Source: an optimization exercise on an open RTL-to-GDS flow (aim: small area and a short achievable clock period). Production flows keep margins and buffers that such runs may drop. No activity file was given, so power comes from the tool's default toggle rates.

run a:
## top_level
module top_level (
  input         clk_i,
  input         addsub_i,
  input  [31:0] data_a_i,
                data_b_i,
  output [31:0] result_o
);
  logic [31:0] a_q, b_q;
  always_ff @(posedge clk_i) begin
    a_q <= data_a_i;
    b_q <= {data_b_i[31] ^ addsub_i, data_b_i[30:0]};
  end
  logic [7:0]  ea, eb;
  logic [22:0] fa, fb;
  logic [8:0]  d_ab;
  logic [7:0]  d_ba, d_mag;
  logic        e_lt, e_eq, f_lt, swap;
  logic [4:0]  sh_d;
  assign ea = a_q[30:23];
  assign eb = b_q[30:23];
  assign fa = a_q[22:0];
  assign fb = b_q[22:0];
  assign d_ab  = {1'b0, ea} - {1'b0, eb};
  assign d_ba  = eb - ea;
  assign e_lt  = d_ab[8];
  assign e_eq  = (ea == eb);
  assign f_lt  = (fa < fb);
  assign swap  = e_lt | (e_eq & f_lt);
  assign d_mag = e_lt ? d_ba : d_ab[7:0];
  assign sh_d  = (d_mag < 8'd25) ? d_mag[4:0] : 5'd25;
  logic        hs_q2, es_q2;
  logic [7:0]  he_q2;
  logic [22:0] hf_q2, lf_q2;
  logic [4:0]  sh_q2;
  always_ff @(posedge clk_i) begin
    hs_q2 <= swap ? b_q[31] : a_q[31];
    es_q2 <= a_q[31] ^ b_q[31];
    he_q2 <= e_lt ? eb : ea;
    hf_q2 <= swap ? fb : fa;
    lf_q2 <= swap ? fa : fb;
    sh_q2 <= sh_d;
  end
  logic [23:0] lm;
  logic [26:0] al;
  logic [22:0] smask;
  logic        sticky;
  assign lm = {1'b1, lf_q2};
  assign al = {lm, 3'b000} >> sh_q2;
  always_comb begin
    for (int j = 0; j < 23; j++)
      smask[j] = ({27'd0, sh_q2} >= j + 3) && !(j == 0 && sh_q2 == 5'd25);
  end
  assign sticky = |(lm[22:0] & smask);
  logic        hs_q3, es_q3;
  logic [7:0]  he_q3;
  logic [22:0] hf_q3;
  logic [26:0] lo_q3;
  always_ff @(posedge clk_i) begin
    hs_q3 <= hs_q2;
    es_q3 <= es_q2;
    he_q3 <= he_q2;
    hf_q3 <= hf_q2;
    lo_q3 <= {al[26:1], sticky};
  end
  logic [27:0] sum;
  assign sum = es_q3 ? {2'b01, hf_q3, 3'b000} - {1'b0, lo_q3}
  ...
Size: roughly 1600 cells after synthesis, about 250 flip-flops, ~14000 sq um of cells after synthesis.
clock: 6.0 ns
lec_check: 0
cap_margin: 20
core_margin: 2
core_utilization: 40
setup_slack_margin: 3.5
slew_margin: 20
run.sh (not shown) runs the stock make flow with config.mk's settings and CLKGATE_MAP_FILE= SYNTH_SCRIPT=/design/flow/synth_recipe.tcl, a recipe that flattens the netlist after the stock synthesis.
Input changes introduced in run b (baseline for comparison: run a):
- removing SETUP_SLACK_MARGIN (formerly 3.5)
Findings:
- Higher first-iteration DRC count among run b and run a: run a
- Run a → run b: sequential fraction of total cell area went up; die outline height did not really move; total power went down; wire length went down.
No run of this note included a check of the RTL's function; only the layout flow was run.

========
top_level, a different RTL version from the one above (not shown whole).
Size: about 240 flip-flops, about 98 I/O pins, roughly 13000 sq um of cells after synthesis.
==> flow/config.mk <==
export PLATFORM = sky130hd
export DESIGN_NAME = top_level
export DESIGN_NICKNAME = top_level
export VERILOG_FILES = /design/flow/design.v
export SDC_FILE = /design/flow/constraint.sdc
export NUM_CORES = 4
export LEC_CHECK = 0
export ABC_AREA = 1
export CAP_MARGIN = 20
export CORE_MARGIN = 2
export CORE_UTILIZATION = 60
export CTS_BUF_LIST = sky130_fd_sc_hd__clkbuf_8
export SETUP_SLACK_MARGIN = 3.5
export SLEW_MARGIN = 20
==> flow/constraint.sdc <==
create_clock -name core_clock -period 6.0 [get_ports {clk_i}]
set_input_delay 1.2000 -clock core_clock [delete_from_list [all_inputs] [get_ports {clk_i}]]
set_output_delay 1.2000 -clock core_clock [all_outputs]
set_load 0.01 [all_outputs]
standard.sh (not shown) runs the stock make flow with config.mk's settings and CLKGATE_MAP_FILE= SYNTH_SCRIPT=/design/flow/synth_recipe.tcl, a recipe that flattens the netlist after the stock synthesis.
==> flow/flow/run.sh <==
#!/bin/bash



export BUFFER_PORTS_ARGS="-buffer_cell sky130_fd_sc_hd__buf_2"
bash standard.sh > standard.log 2>&1
Change:
- SETUP_SLACK_MARGIN: 3.5 -> 3.35
Effect: The changed run ran to the end with no violations; clock power hardly moves; register-to-register slack degrades by 0.22 ns; power decreases slightly; area after synthesis is unchanged; critical path depth decreases by 1; wire length decreases by a few percent; die area does not change.
No functional check of the RTL was part of any run of this note.

static timing again, ports no longer ideal:
Ports are ideal in the flow. The routed layouts listed here were re-timed in OpenROAD. Step 1 sets driving cells, clkbuf_16 on the clock port and buf_2 on the other inputs (assumed; they add their load-dependent delay and slew). Step 2 moves the port delays by t, midway between the first and last clock arrival at a register: inputs arrive t later, outputs are due t later. That takes back most of the time a late clock gives input paths. Slacks: ideal ports / drivers / drivers and shift; pairs: ideal ports / drivers.
run	t (ns)	setup slack, ns	hold WS [ns]	worst setup path at the end
run a	0.601	2.083 / 2.083 / 2.083	0.322 / 0.322 / 0.322	register to register
run b	0.597	1.099 / 1.099 / 1.099	0.325 / 0.325 / 0.325	register to register
the first run of note 2	0.585	3.166 / 3.182 / 2.598	0.326 / 0.326 / 0.326	input to register
the second run of note 2	0.575	3.224 / 3.234 / 2.659	0.326 / 0.326 / 0.326	input to register
After both steps every run listed still meets setup and hold. The setup slack of the first run of note 2, which loses most, moves by +0.016 ns with the drivers and by -0.568 ns with both steps.
